This is an optimization exercise on Yosys and OpenROAD, whose aim is small area, not a production implementation.
In this exercise RTL edits were held to simulation tests only and were not proved equivalent to the original.
Power figures rest on the tool's default switching activity, not on a simulated workload.

==> run C: inputs <==
==> flow/design.v <==
module cpu (
    input  clk,
    input  rst_n,
    input  [31:0] instr,
    input  [31:0] ram_data2,
    input  [10:0] start_pc,
    input  [3:0]  reg_addr,
    output logic         waiting,
    output logic         ram_w_en1,
    output logic         ram_w_en2,
    output logic [10:0]  ram_addr2,
    output logic [31:0]  ram_in2,
    output logic [31:0]  status_out,
    output logic [31:0]  datapath_out,
    output logic [10:0]  pc_out,
    output logic [31:0]  reg_output
);
    localparam [3:0] RESET = 4'd0, FETCH = 4'd1, FETCH_WAIT = 4'd2, DECODE = 4'd3,
                     EXECUTE = 4'd4, MEM_INC_PC = 4'd5, MEM_WAIT = 4'd6,
                     WRITE_BACK = 4'd7, LOAD_PC_START = 4'd8;
    logic [3:0] state;
    always_ff @(posedge clk or negedge rst_n) begin
        if (!rst_n) state <= RESET;
        else case (state)
            RESET:         state <= LOAD_PC_START;
            LOAD_PC_START: state <= FETCH;
            FETCH:         state <= FETCH_WAIT;
            FETCH_WAIT:    state <= DECODE;
            DECODE:        state <= EXECUTE;
            EXECUTE:       state <= MEM_INC_PC;
            MEM_INC_PC:    state <= MEM_WAIT;
            MEM_WAIT:      state <= WRITE_BACK;
            WRITE_BACK:    state <= FETCH;
            default:       state <= RESET;
        endcase
    end
    logic st_dec, st_exe, st_mem, st_mwait, st_wb, st_ldpc;
    assign st_dec   = (state == DECODE);
    assign st_exe   = (state == EXECUTE);
    assign st_mem   = (state == MEM_INC_PC);
    assign st_mwait = (state == MEM_WAIT);
    assign st_wb    = (state == WRITE_BACK);
    assign st_ldpc  = (state == LOAD_PC_START);
    logic [31:0] ir;
    always_ff @(posedge clk) if (st_dec) ir <= instr;
    logic [6:0] opcode;
    always_comb begin
        case (ir[27:26])
            2'b00: begin
                if (ir[27:21] == 7'b0011001)      opcode = 7'b0000000;
                else if (ir[27:21] == 7'b0001000) opcode = 7'b0000001;
                else if (ir[27:21] == 7'b0001001) opcode = ir[5] ? 7'b1001101 : 7'b1001001;
                else if (ir[25]) begin
                    case (ir[24:21])
                        4'b0100: opcode = 7'b0000100;
                        4'b0010: opcode = 7'b0001001;
                        4'b1010: opcode = 7'b0001010;
                        4'b0000: opcode = 7'b0001011;
                        4'b1100: opcode = 7'b0001100;
                        4'b0001: opcode = 7'b0001101;
                        4'b1101: opcode = 7'b0000000;
                        default: opcode = 7'b0000001;
                    endcase
                end else if (ir[4]) begin
                    case (ir[24:21])
                        4'b0100: opcode = 7'b0111000;
                        4'b0010: opcode = 7'b0111001;
                        4'b1010: opcode = 7'b0111010;
                        4'b0000: opcode = 7'b0111011;
                        4'b1100: opcode = 7'b0111100;
                        4'b0001: opcode = 7'b0111101;
                        4'b1101: opcode = 7'b0110000;
                        default: opcode = 7'b0000001;
                    endcase
                end else begin
                    case (ir[24:21])
                        4'b0100: opcode = 7'b0011000;
                        4'b0010: opcode = 7'b0011001;
                        4'b1010: opcode = 7'b0011010;
                        4'b0000: opcode = 7'b0011011;
                        4'b1100: opcode = 7'b0011100;
                        4'b0001: opcode = 7'b0011101;
                        4'b1101: opcode = 7'b0010000;
                        default: opcode = 7'b0000001;
                    endcase
                end
            end
            2'b01: begin
                if (ir[20]) begin
                    if (!ir[25]) opcode = (ir[19:16] == 4'b1111) ? 7'b1000000 : 7'b1100000;
                    else         opcode = 7'b1101000;
                end else         opcode = ir[25] ? 7'b1111000 : 7'b1110000;
            end
            2'b10:   opcode = (ir[25:24] == 2'b10) ? 7'b1001000 : 7'b1001100;
            default: opcode = 7'b0000001;
        endcase
    end
    logic [3:0] cond;
    logic is_dp, is_mem, is_br, is_lit, is_ldr, is_str, taken;
    assign cond   = ir[31:28];
    assign is_dp  = ~opcode[6] & (cond != 4'b1111);
    assign is_mem = (opcode[6:5] == 2'b11) | (opcode[6:3] == 4'b1000);
    assign is_br  = (opcode[6:3] == 4'b1001);
    assign is_lit = (opcode == 7'b1000000);
    assign is_ldr = is_mem & ~opcode[4];
    assign is_str = is_mem & opcode[4];
    assign taken  = cond[3] ? (cond[2:0] == 3'b001 || cond[2:0] == 3'b010 ||
                               cond[2:0] == 3'b100 || cond[2:0] == 3'b110)
                            : cond[0];
    logic en_A, en_B, en_S;
    assign en_A = st_exe & ((is_dp & opcode[3]) | is_mem);
    assign en_B = st_exe & ((is_dp & opcode[4]) | (is_mem & opcode[3]));
    assign en_S = st_exe & (is_dp | (is_mem & opcode[3]) | is_br);
    logic [2:0] alu_op;
    logic sel_A, sel_B, post_idx, en_status, load_pc, wen;
    always_comb begin
        alu_op = 3'b000;
        sel_A = 1'b0;
        sel_B = 1'b0;
        if (st_mem) begin
            if (is_dp) begin
                case (opcode[2:0])
                    3'b001: alu_op = 3'b001;
                    3'b010: alu_op = 3'b010;
                    3'b011: alu_op = 3'b011;
                    3'b100: alu_op = 3'b100;
                    default: alu_op = 3'b000;
                endcase
                sel_A = ~opcode[3];
                sel_B = ~opcode[4];
            end else if (is_mem) begin
                alu_op = ir[23] ? 3'b000 : 3'b001;
                sel_B = ~opcode[3];
            end else if (is_br) begin
                sel_A = 1'b1;
                sel_B = 1'b1;
            end
        end
    end
    assign post_idx  = st_mem & is_mem & ~ir[24];
    assign en_status = st_mem & (is_dp | is_mem) & ir[20];
    assign load_pc   = st_ldpc | (st_mem & (is_dp | is_mem | is_br));
    assign wen       = (st_mem & ((is_dp & (opcode[3:0] != 4'b1010)) |
                                  (is_br & opcode[2]) |
                                  (is_mem & (~ir[24] | ir[21])))) |
                       (st_wb & is_ldr);
    logic [31:0] rf [1:14];
    logic [31:0] r15;
    logic [3:0]  waddr;
    logic [31:0] wdata;
    logic [31:0] alu_out;
    assign waddr = (st_mem & is_mem) ? ir[19:16] : ir[15:12];
    assign wdata = st_wb ? ram_data2 : alu_out;
    always_ff @(posedge clk) begin
        for (int i = 1; i < 15; i++)
            if (wen && waddr == i[3:0]) rf[i] <= wdata;
    end
    always_ff @(posedge clk) begin
        if (load_pc) begin
            if (st_ldpc)               r15 <= {21'd0, start_pc};
            else if (is_br && taken)   r15 <= {21'd0, ir[10:0]};
            else                       r15 <= {21'd0, r15[10:0] + 11'd1};
        end else if (st_wb && is_ldr && ir[15:12] == 4'd15) begin
            r15 <= ram_data2;
        end
    end
    function automatic logic [31:0] rd_reg(input logic [3:0] a);
        if (a == 4'd0)       rd_reg = 32'd0;
        else if (a == 4'd15) rd_reg = r15;
        else                 rd_reg = rf[a];
    endfunction
    logic [3:0]  paddr;
    logic [31:0] pdata;
    assign paddr = st_dec ? instr[3:0] : st_exe ? ir[19:16] : ir[15:12];
    assign pdata = rd_reg(paddr);
    assign reg_output = rd_reg(reg_addr);
    assign ram_in2    = pdata;
    assign pc_out     = r15[10:0];
    logic [31:0] t_reg, A_reg, B_reg;
    logic [4:0]  S_reg;
    logic        ldA, ldB;
    always_ff @(posedge clk) t_reg <= pdata;
    always_ff @(posedge clk) begin
        if (en_A) A_reg <= is_lit ? {21'd0, pdata[10:0]} : pdata;
        if (en_B) B_reg <= t_reg;
        if (en_S) S_reg <= ir[11:7];
    end
    always_ff @(posedge clk or negedge rst_n) begin
        if (!rst_n) begin
            ldA <= 1'b0;
            ldB <= 1'b0;
        end else begin
            if (en_A) ldA <= 1'b1;
            if (en_B) ldB <= 1'b1;
        end
    end
    logic [31:0] shift_out, val_A, val_B;
    logic [7:0]  flags;
    logic [1:0]  sh_op;
    logic [4:0]  sh_n, sh_r;
    logic        sh_lsl, sh_ror, sh_fill;
    logic [31:0] sh_ge, sh_valid;
    logic [31:0] rot [0:5];
    assign sh_op   = ir[6:5];
    assign sh_n    = S_reg;
    assign sh_lsl  = (sh_op == 2'b00);
    assign sh_ror  = (sh_op == 2'b11);
    assign sh_r    = sh_lsl ? (5'd0 - sh_n) : sh_n;
    assign sh_fill = ldB & (sh_op == 2'b10) & B_reg[31];
    always_comb begin
        rot[0] = B_reg;
        for (int k = 0; k < 5; k++)
            for (int j = 0; j < 32; j++)
                rot[k+1][j] = sh_r[k] ? rot[k][(j + (1 << k)) % 32] : rot[k][j];
        for (int j = 0; j < 32; j++)
            sh_ge[j] = (j[4:0] >= sh_n);
        for (int j = 0; j < 32; j++)
            sh_valid[j] = ldB & (sh_ror | (sh_lsl ? sh_ge[j] : sh_ge[31 - j]));
        for (int j = 0; j < 32; j++)
            shift_out[j] = sh_valid[j] ? rot[5][j] : sh_fill;
    end
    assign val_A = (sel_A | ~ldA) ? 32'd0 : A_reg;
    assign val_B = sel_B ? {20'd0, ir[11:0]} : shift_out;
    logic        sub, arith;
    logic [31:0] d, p, g, s;
    logic [32:0] c;
    logic [7:0]  bg, bp;
    assign sub   = (alu_op == 3'b001);
    assign arith = (alu_op[2:1] == 2'b00);
    assign d     = val_A ^ val_B;
    assign p     = d ^ {32{sub}};           
    assign g     = val_A & ~p;              
    always_comb begin
        for (int b = 0; b < 8; b++) begin
            bg[b] = g[4*b+3] | (p[4*b+3] & (g[4*b+2] | (p[4*b+2] & (g[4*b+1] | (p[4*b+1] & g[4*b])))));
            bp[b] = &p[4*b +: 4];
        end
        c[0] = sub;
        for (int b = 0; b < 8; b++) begin
            c[4*b+1] = g[4*b]   | (p[4*b]   & c[4*b]);
            c[4*b+2] = g[4*b+1] | (p[4*b+1] & c[4*b+1]);
            c[4*b+3] = g[4*b+2] | (p[4*b+2] & c[4*b+2]);
            c[4*b+4] = bg[b] | (bp[b] & c[4*b]);
        end
    end
    assign s = p ^ c[31:0];
    always_comb begin
        case (alu_op)
            3'b010:  alu_out = val_A & ~d;      
            3'b011:  alu_out = val_A | d;       
            3'b100:  alu_out = d;               
            default: alu_out = s;
        endcase
    end
    logic [31:0] cl;
    logic [31:0] td [0:5];
    logic [31:0] tl [0:5];
    logic        lt, gt;
    always_comb begin
        cl = val_B;
        cl[31] = val_A[31];
        td[0] = d;
        tl[0] = cl;
        for (int k = 1; k < 6; k++) begin
            td[k] = 32'd0;
            tl[k] = 32'd0;
            for (int j = 0; j < (32 >> k); j++) begin
                td[k][j] = td[k-1][2*j+1] | td[k-1][2*j];
                tl[k][j] = td[k-1][2*j+1] ? tl[k-1][2*j+1] : tl[k-1][2*j];
            end
        end
    end
    assign lt = td[5][0] & tl[5][0];
    assign gt = td[5][0] & ~tl[5][0];
    assign flags[7] = alu_out[31];
    assign flags[6] = ~|alu_out;
    assign flags[5] = 1'b0;
    assign flags[4] = arith & ~p[31] & (s[31] != val_A[31]);
    assign flags[3] = ~lt;
    assign flags[2] = lt;
    assign flags[1] = gt;
    assign flags[0] = ~gt;
    assign datapath_out = post_idx ? val_A : alu_out;
    assign ram_addr2    = datapath_out[10:0];
    logic [7:0] status_reg;
    always_ff @(posedge clk or negedge rst_n) begin
        if (!rst_n) status_reg <= 8'd0;
        else if (en_status) status_reg <= flags;
    end
    assign status_out = {24'd0, st_mwait ? flags : status_reg};
    assign waiting   = 1'b1;
    assign ram_w_en1 = 1'b0;
    assign ram_w_en2 = st_mem & is_str;
endmodule
==> flow/run.sh <==
#!/bin/bash
# synth_recipe.tcl (not shown) runs the flow's synth.tcl, then flattens the netlist and writes it again
# the make line also repeats each setting of config.mk as NAME=value (left out here)
make -C /OpenROAD-flow-scripts/flow DESIGN_CONFIG=/design/flow/config.mk WORK_HOME=/design/flow/orfs CLKGATE_MAP_FILE= SYNTH_SCRIPT=/design/flow/synth_recipe.tcl finish
==> flow/config.mk <==
export PLATFORM = sky130hd
export DESIGN_NAME = cpu
export DESIGN_NICKNAME = cpu
export VERILOG_FILES = /design/flow/design.v
export SDC_FILE = /design/flow/constraint.sdc
export NUM_CORES = 4
export LEC_CHECK = 0
export ABC_AREA = 1
export CAP_MARGIN = 40
export CORE_MARGIN = 2
export CORE_UTILIZATION = 40
export CTS_BUF_LIST = sky130_fd_sc_hd__clkbuf_8
export CTS_CLUSTER_DIAMETER = 60
export CTS_CLUSTER_SIZE = 14
export SLEW_MARGIN = 20
==> flow/constraint.sdc <==
create_clock -name core_clock -period 12.0 [get_ports {clk}]
set_input_delay 2.4000 -clock core_clock [delete_from_list [all_inputs] [get_ports {clk}]]
set_output_delay 2.4000 -clock core_clock [all_outputs]
set_load 0.01 [all_outputs]
==> run F (differences from run C) <==
--- a/flow/design.v
+++ b/flow/design.v
@@ -165,14 +165,20 @@
         end
     end
     function automatic logic [31:0] rd_reg(input logic [3:0] a);
-        if (a == 4'd0)       rd_reg = 32'd0;
-        else if (a == 4'd15) rd_reg = r15;
-        else                 rd_reg = rf[a];
+        rd_reg = {32{a == 4'd15}} & r15;
+        for (int i = 1; i < 15; i++)
+            rd_reg = rd_reg | ({32{a == i[3:0]}} & rf[i]);
     endfunction
     logic [3:0]  paddr;
     logic [31:0] pdata;
-    assign paddr = st_dec ? instr[3:0] : st_exe ? ir[19:16] : ir[15:12];
-    assign pdata = rd_reg(paddr);
+    logic        p15_hi;
+    assign paddr  = st_dec ? instr[3:0] : st_exe ? ir[19:16] : ir[15:12];
+    assign p15_hi = (paddr == 4'd15) & ~(st_exe & is_lit);
+    always_comb begin
+        pdata = {{21{p15_hi}} & r15[31:11], {11{paddr == 4'd15}} & r15[10:0]};
+        for (int i = 1; i < 15; i++)
+            pdata = pdata | ({32{paddr == i[3:0]}} & rf[i]);
+    end
     assign reg_output = rd_reg(reg_addr);
     assign ram_in2    = pdata;
     assign pc_out     = r15[10:0];
@@ -181,7 +187,7 @@
     logic        ldA, ldB;
     always_ff @(posedge clk) t_reg <= pdata;
     always_ff @(posedge clk) begin
-        if (en_A) A_reg <= is_lit ? {21'd0, pdata[10:0]} : pdata;
+        if (en_A) A_reg <= pdata;
         if (en_B) B_reg <= t_reg;
         if (en_S) S_reg <= ir[11:7];
     end
==> flow/flow/run.sh (new file) <==
#!/bin/bash
# Own layout flow: the standard synthesis, then the combinational logic
# (never the registers) is mapped again with ABC's &nf mapper, then the standard flow's
# standard layout on that netlist with small port buffers and a leaner
# clock tree.  Each tool's output goes to a log file in this folder.
set -euo pipefail
W=$(pwd)
R=$W/orfs/results/$FLOW_PLATFORM/cpu/base
LIB=$FLOW_HOME/platforms/$FLOW_PLATFORM/lib/sky130_fd_sc_hd__tt_025C_1v80.lib

# 1. standard synthesis
bash standard.sh synth > synth.log 2>&1

# 2. map the logic between the registers again
cp $R/1_2_yosys.v $W/std_1_2_yosys.v
python3 flow/gen_cells.py $LIB > $W/cells_comb.v 2> gen_cells.log
DU=$(grep -o -- "-dont_use [A-Za-z0-9_]*" $W/orfs/logs/$FLOW_PLATFORM/cpu/base/1_2_yosys.log | sort -u | tr '\n' ' ')
printf 'set_driving_cell sky130_fd_sc_hd__buf_1\nset_load 5\n' > $W/abc.constr
cat > $W/remap.ys <<EOS
read_verilog $W/cells_comb.v
read_liberty -lib -ignore_redef $LIB
read_verilog $W/std_1_2_yosys.v
hierarchy -top $FLOW_TOP
flatten
simplemap
opt -purge
abc -script $W/flow/remap.abc -liberty $LIB $DU -constr $W/abc.constr -D ${ABC_D:-12000}
opt_clean -purge
hilomap -singleton -hicell sky130_fd_sc_hd__conb_1 HI -locell sky130_fd_sc_hd__conb_1 LO
splitnets
opt_clean -purge
tee -o $W/remap_stat.txt stat -liberty $LIB
write_verilog -noattr -noexpr -nohex -nodec $W/remap.v
EOS
YOSYS=$(command -v yosys || echo $FLOW_HOME/../tools/install/yosys/bin/yosys)
$YOSYS -s $W/remap.ys > remap.log 2>&1
cp $W/remap.v $R/1_2_yosys.v
rm -f $R/1_synth.odb $R/1_synth.sdc

# 3. standard layout from the new netlist
bash standard.sh \
  "BUFFER_PORTS_ARGS=-buffer_cell sky130_fd_sc_hd__buf_1" \
  "CTS_ARGS=-sink_clustering_enable -repair_clock_nets -buf_list sky130_fd_sc_hd__clkbuf_8 -dont_use_dummy_load -sink_clustering_size 14 -sink_clustering_max_diameter 60" \
  finish > layout.log 2>&1
==> flow/flow/gen_cells.py (new file) <==
#!/usr/bin/env python3
"""Write Verilog models of the combinational cells of a Liberty file (one
assign per output pin, from its function), so Yosys can flatten a mapped
netlist's logic back into gates and map it again."""
import re, sys

def conv(f):
    f = f.strip().strip('"')
    f = re.sub(r'([A-Za-z_][A-Za-z0-9_]*)\s*\'', r'(!\1)', f)   # postfix '
    f = f.replace('!', '~').replace('+', '|').replace('*', '&')
    # juxtaposition means AND: "A B" -> "A & B"
    f = re.sub(r'([A-Za-z0-9_)])\s+(?=[A-Za-z_(~])', r'\1 & ', f)
    return f

text = open(sys.argv[1]).read()
out = []
for m in re.finditer(r'\n\s*cell\s*\(\s*"?([A-Za-z0-9_]+)"?\s*\)\s*\{', text):
    name = m.group(1)
    start = m.end()
    depth, i = 1, start
    while depth:
        c = text[i]
        if c == '{': depth += 1
        elif c == '}': depth -= 1
        i += 1
    body = text[start:i]
    if re.search(r'\b(ff|latch|statetable)\s*\(', body):
        continue
    pins = []
    for pm in re.finditer(r'\n\s*pin\s*\(\s*"?([A-Za-z0-9_]+)"?\s*\)\s*\{', body):
        ps = pm.end(); d, j = 1, ps
        while d:
            c = body[j]
            if c == '{': d += 1
            elif c == '}': d -= 1
            j += 1
        pb = body[ps:j]
        dm = re.search(r'direction\s*:\s*"?(\w+)"?', pb)
        fm = re.search(r'\bfunction\s*:\s*"([^"]*)"', pb)
        pins.append((pm.group(1), dm.group(1) if dm else None, fm.group(1) if fm else None))
    outs = [p for p in pins if p[1] == 'output']
    if not outs or any(p[2] is None for p in outs):
        continue
    ins = [p for p in pins if p[1] == 'input']
    ports = [p[0] for p in ins] + [p[0] for p in outs]
    lines = [f'module {name}({", ".join(ports)});']
    lines += [f'  input {p[0]};' for p in ins]
    lines += [f'  output {p[0]};' for p in outs]
    lines += [f'  assign {p[0]} = {conv(p[2])};' for p in outs]
    lines.append('endmodule')
    out.append('\n'.join(lines))
print('\n'.join(out))
==> flow/flow/remap.abc (new file) <==
&get -n
&st
&dch
&nf
&put
==> flow/standard.sh (new file) <==
#!/bin/bash
# synth_recipe.tcl (not shown) runs the flow's synth.tcl, then flattens the netlist and writes it again
# the make line also repeats each setting of config.mk as NAME=value (left out here)
make -C /OpenROAD-flow-scripts/flow DESIGN_CONFIG=/design/flow/config.mk WORK_HOME=/design/flow/orfs CLKGATE_MAP_FILE= SYNTH_SCRIPT=/design/flow/synth_recipe.tcl "${@:-finish}"
removed: flow/run.sh
==> run Z (differences from run C) <==
--- a/flow/design.v
+++ b/flow/design.v
@@ -1,3 +1,98 @@
+module ALU(
+    input  [31:0] val_A,
+    input  [31:0] val_B,
+    input  [2:0]  ALU_op,
+    output logic [31:0] ALU_out,
+    output logic [7:0]  ALU_flags
+);
+    logic        sub, arith;
+    logic [31:0] d, p, s;
+    logic [32:0] c;
+    assign sub   = (ALU_op == 3'b001);
+    assign arith = (ALU_op[2:1] == 2'b00);
+    assign d     = val_A ^ val_B;
+    assign p     = d ^ {32{sub}};           
+    always_comb begin
+        c[0] = sub;
+        for (int b = 0; b < 8; b++) begin
+            logic r;
+            r = c[4*b];
+            for (int i = 4*b; i < 4*b + 4; i++) begin
+                r = p[i] ? r : val_A[i];
+                if (i < 4*b + 3) c[i+1] = r;
+            end
+            c[4*b+4] = (&p[4*b +: 4]) ? c[4*b] : r;
+        end
+    end
+    assign s = p ^ c[31:0];
+    always_comb begin
+        case (ALU_op)
+            3'b010:  ALU_out = val_A & ~d;      
+            3'b011:  ALU_out = val_A | d;       
+            3'b100:  ALU_out = d;               
+            default: ALU_out = s;
+        endcase
+    end
+    logic [31:0] l;
+    always_comb begin
+        l = val_B;
+        l[31] = val_A[31];
+    end
+    logic [31:0] td [0:5];
+    logic [31:0] tl [0:5];
+    always_comb begin
+        td[0] = d;
+        tl[0] = l;
+        for (int k = 1; k < 6; k++) begin
+            td[k] = 32'd0;
+            tl[k] = 32'd0;
+            for (int j = 0; j < (32 >> k); j++) begin
+                td[k][j] = td[k-1][2*j+1] | td[k-1][2*j];
+                tl[k][j] = td[k-1][2*j+1] ? tl[k-1][2*j+1] : tl[k-1][2*j];
+            end
+        end
+    end
+    logic lt, gt;
+    assign lt = td[5][0] & tl[5][0];
+    assign gt = td[5][0] & ~tl[5][0];
+    assign ALU_flags[7] = ALU_out[31];
+    assign ALU_flags[6] = ~|ALU_out;
+    assign ALU_flags[5] = 1'b0;
+    assign ALU_flags[4] = arith & ~p[31] & (s[31] != val_A[31]);
+    assign ALU_flags[3] = ~lt;
+    assign ALU_flags[2] = lt;
+    assign ALU_flags[1] = gt;
+    assign ALU_flags[0] = ~gt;
+endmodule
+module shifter(
+    input  [31:0] shift_in,
+    input  [1:0]  shift_op,
+    input  [4:0]  shift_amt,
+    input         zero,
+    output logic [31:0] shift_out
+);
+    logic lsl, ror, fill, in_rev, in_fwd;
+    assign lsl    = (shift_op == 2'b00);
+    assign ror    = (shift_op == 2'b11);
+    assign fill   = (shift_op == 2'b10) & shift_in[31] & ~zero;
+    assign in_rev = lsl & ~zero;
+    assign in_fwd = ~lsl & ~zero;
+    logic [31:0] x [0:5];
+    always_comb begin
+        for (int j = 0; j < 32; j++)
+            x[0][j] = (in_rev & shift_in[31-j]) | (in_fwd & shift_in[j]);
+        for (int k = 0; k < 5; k++) begin
+            for (int j = 0; j < 32; j++) begin
+                if (j + (1 << k) < 32)
+                    x[k+1][j] = shift_amt[k] ? x[k][j + (1 << k)] : x[k][j];
+                else
+                    x[k+1][j] = shift_amt[k] ? ((ror & x[k][j + (1 << k) - 32]) | fill) : x[k][j];
+            end
+        end
+        for (int j = 0; j < 32; j++)
+            shift_out[j] = lsl ? x[5][31-j] : x[5][j];
+    end
+endmodule
 module cpu (
     input  clk,
     input  rst_n,
@@ -196,90 +291,10 @@
     end
     logic [31:0] shift_out, val_A, val_B;
     logic [7:0]  flags;
-    logic [1:0]  sh_op;
-    logic [4:0]  sh_n, sh_r;
-    logic        sh_lsl, sh_ror, sh_fill;
-    logic [31:0] sh_ge, sh_valid;
-    logic [31:0] rot [0:5];
-    assign sh_op   = ir[6:5];
-    assign sh_n    = S_reg;
-    assign sh_lsl  = (sh_op == 2'b00);
-    assign sh_ror  = (sh_op == 2'b11);
-    assign sh_r    = sh_lsl ? (5'd0 - sh_n) : sh_n;
-    assign sh_fill = ldB & (sh_op == 2'b10) & B_reg[31];
-    always_comb begin
-        rot[0] = B_reg;
-        for (int k = 0; k < 5; k++)
-            for (int j = 0; j < 32; j++)
-                rot[k+1][j] = sh_r[k] ? rot[k][(j + (1 << k)) % 32] : rot[k][j];
-        for (int j = 0; j < 32; j++)
-            sh_ge[j] = (j[4:0] >= sh_n);
-        for (int j = 0; j < 32; j++)
-            sh_valid[j] = ldB & (sh_ror | (sh_lsl ? sh_ge[j] : sh_ge[31 - j]));
-        for (int j = 0; j < 32; j++)
-            shift_out[j] = sh_valid[j] ? rot[5][j] : sh_fill;
-    end
+    shifter shifter(.shift_in(B_reg), .shift_op(ir[6:5]), .shift_amt(S_reg), .zero(~ldB), .shift_out(shift_out));
     assign val_A = (sel_A | ~ldA) ? 32'd0 : A_reg;
     assign val_B = sel_B ? {20'd0, ir[11:0]} : shift_out;
-    logic        sub, arith;
-    logic [31:0] d, p, g, s;
-    logic [32:0] c;
-    logic [7:0]  bg, bp;
-    assign sub   = (alu_op == 3'b001);
-    assign arith = (alu_op[2:1] == 2'b00);
-    assign d     = val_A ^ val_B;
-    assign p     = d ^ {32{sub}};           
-    assign g     = val_A & ~p;              
-    always_comb begin
-        for (int b = 0; b < 8; b++) begin
-            bg[b] = g[4*b+3] | (p[4*b+3] & (g[4*b+2] | (p[4*b+2] & (g[4*b+1] | (p[4*b+1] & g[4*b])))));
-            bp[b] = &p[4*b +: 4];
-        end
-        c[0] = sub;
-        for (int b = 0; b < 8; b++) begin
-            c[4*b+1] = g[4*b]   | (p[4*b]   & c[4*b]);
-            c[4*b+2] = g[4*b+1] | (p[4*b+1] & c[4*b+1]);
-            c[4*b+3] = g[4*b+2] | (p[4*b+2] & c[4*b+2]);
-            c[4*b+4] = bg[b] | (bp[b] & c[4*b]);
-        end
-    end
-    assign s = p ^ c[31:0];
-    always_comb begin
-        case (alu_op)
-            3'b010:  alu_out = val_A & ~d;      
-            3'b011:  alu_out = val_A | d;       
-            3'b100:  alu_out = d;               
-            default: alu_out = s;
-        endcase
-    end
-    logic [31:0] cl;
-    logic [31:0] td [0:5];
-    logic [31:0] tl [0:5];
-    logic        lt, gt;
-    always_comb begin
-        cl = val_B;
-        cl[31] = val_A[31];
-        td[0] = d;
-        tl[0] = cl;
-        for (int k = 1; k < 6; k++) begin
-            td[k] = 32'd0;
-            tl[k] = 32'd0;
-            for (int j = 0; j < (32 >> k); j++) begin
-                td[k][j] = td[k-1][2*j+1] | td[k-1][2*j];
-                tl[k][j] = td[k-1][2*j+1] ? tl[k-1][2*j+1] : tl[k-1][2*j];
-            end
-        end
-    end
-    assign lt = td[5][0] & tl[5][0];
-    assign gt = td[5][0] & ~tl[5][0];
-    assign flags[7] = alu_out[31];
-    assign flags[6] = ~|alu_out;
-    assign flags[5] = 1'b0;
-    assign flags[4] = arith & ~p[31] & (s[31] != val_A[31]);
-    assign flags[3] = ~lt;
-    assign flags[2] = lt;
-    assign flags[1] = gt;
-    assign flags[0] = ~gt;
+    ALU alu(.val_A(val_A), .val_B(val_B), .ALU_op(alu_op), .ALU_out(alu_out), .ALU_flags(flags));
     assign datapath_out = post_idx ? val_A : alu_out;
     assign ram_addr2    = datapath_out[10:0];
     logic [7:0] status_reg;
CTS_BUF_LIST = default   (was sky130_fd_sc_hd__clkbuf_8)
CTS_CLUSTER_DIAMETER = default   (was 60)
CTS_CLUSTER_SIZE = default   (was 14)
==> summary of the runs <==
In run F the area after synthesis is lower than in run Z, by about 10%.
Between run Z and run C, the lower non-clock buffer count is in run C (gap 34).
Clock power, lowest first: run F, run C, run Z.
Between run Z and run F, the lower total power is in run F (gap about 28%, measured against run F).
In run Z the cell count is lower than in run C, by 2.1%.
The highest combinational power belongs to run C, the lowest to run F.
Run C completed with no timing, DRC or antenna violations. Run F went through all stages and came out clean. Run Z went through all stages and came out clean.
Via count: run C > run Z > run F.
First-iteration DRC count: run F is larger than run C (about 17%).
Cell area: run Z > run C > run F.
Against run C, the core utilization of run F is lower by 0.17 points.
==> figures <==
|  | run C | run F | run Z |
|---|---|---|---|
| Status | no timing/DRC/antenna violations | no timing/DRC/antenna violations | no timing/DRC/antenna violations |
| Flop+latch power | 2.56 mW | 2.47 mW | 2.43 mW |
| Global-route met1 utilization | 40.41% | 42.99% | 40.72% |
| Critical path startpoint | S_reg[0]$_DFFE_PP_ | ir[5]$_DFFE_PP_ | ir[5]$_DFFE_PP_ |
| DRT Wirelength | 143.2 mm | 141.9 mm | 145.6 mm |
| Power drawn by the combinational cells | 1.04 mW | 502 µW | 538 µW |
| Pre-Repair DR Iteration Count | 6 | 9 | 6 |
| Least setup slack across all paths after layout | 1572 ps | 517.9 ps | 724.9 ps |
| Power Total | 4.934 mW | 4.115 mW | 5.252 mW |
| Clk slew on worst S/H paths | 90 ps | 80 ps | 60 ps |
| Post-Place Worst Slack | 2445 ps | 1033 ps | 782.1 ps |
| Critical path buffers and inverters | 8 | 1 | 2 |
| Prevailing post-synth register cell | edfxtp_1 | - | edfxtp_1 |
| Proportion of cell area occupied by multi-input gates | 33.93% | 37.17% | 32.51% |
| Ratio of layout area to synthesized area | 1.1456x | 1.1421x | 1.1887x |
| Internal power of the cells | 3.427 mW | 3.041 mW | 3.922 mW |
| Worst Clk Skew | 30.85 ps | 159.4 ps | 60.07 ps |
| Post-Synth Adder-Cell Area | 2.801% | - | 2.694% |
| Area inside the core boundary | 87160 µm² | 77470 µm² | 86480 µm² |
| Post-synth top area cell | edfxtp_1 | - | edfxtp_1 |
| Startpoint of the worst hold path | t_reg[19]$_DFF_P_ | t_reg[22]$_DFF_P_ | t_reg[13]$_DFF_P_ |
| Area taken by multi-input logic gates | 13720 µm² | 13300 µm² | 13460 µm² |

static timing again, ports no longer ideal:
Ports are ideal in the flow. The routed layouts listed here were re-timed in OpenROAD.
Step 1: set_driving_cell puts a clkbuf_16 on clk and a buf_2 on each other input, an assumption about the parent block.
Step 2 adds t to the input delays and takes it off the output delays; t is the mean of the earliest and latest rising clock arrival at the registers after step 1. Input paths then give back, and output paths get back, about the clock's delay inside the block.
Slacks: no drivers / after step 1 / after step 2; pairs: no drivers / after step 1.
run	t, ns	setup WS [ns]	slew at the worst register clock pin (ns)	worst slew at a driven data input, ns	pins driven straight from the clock port
run C	0.820	1.572 / 1.499 / 2.319	0.10 / 0.10	0.07	1
run F	0.761	0.518 / 0.454 / 1.215	0.09 / 0.09	0.14	1
run Z	0.703	0.725 / 0.652 / 1.355	0.07 / 0.07	0.09	1
After both steps every run listed still meets setup and hold.
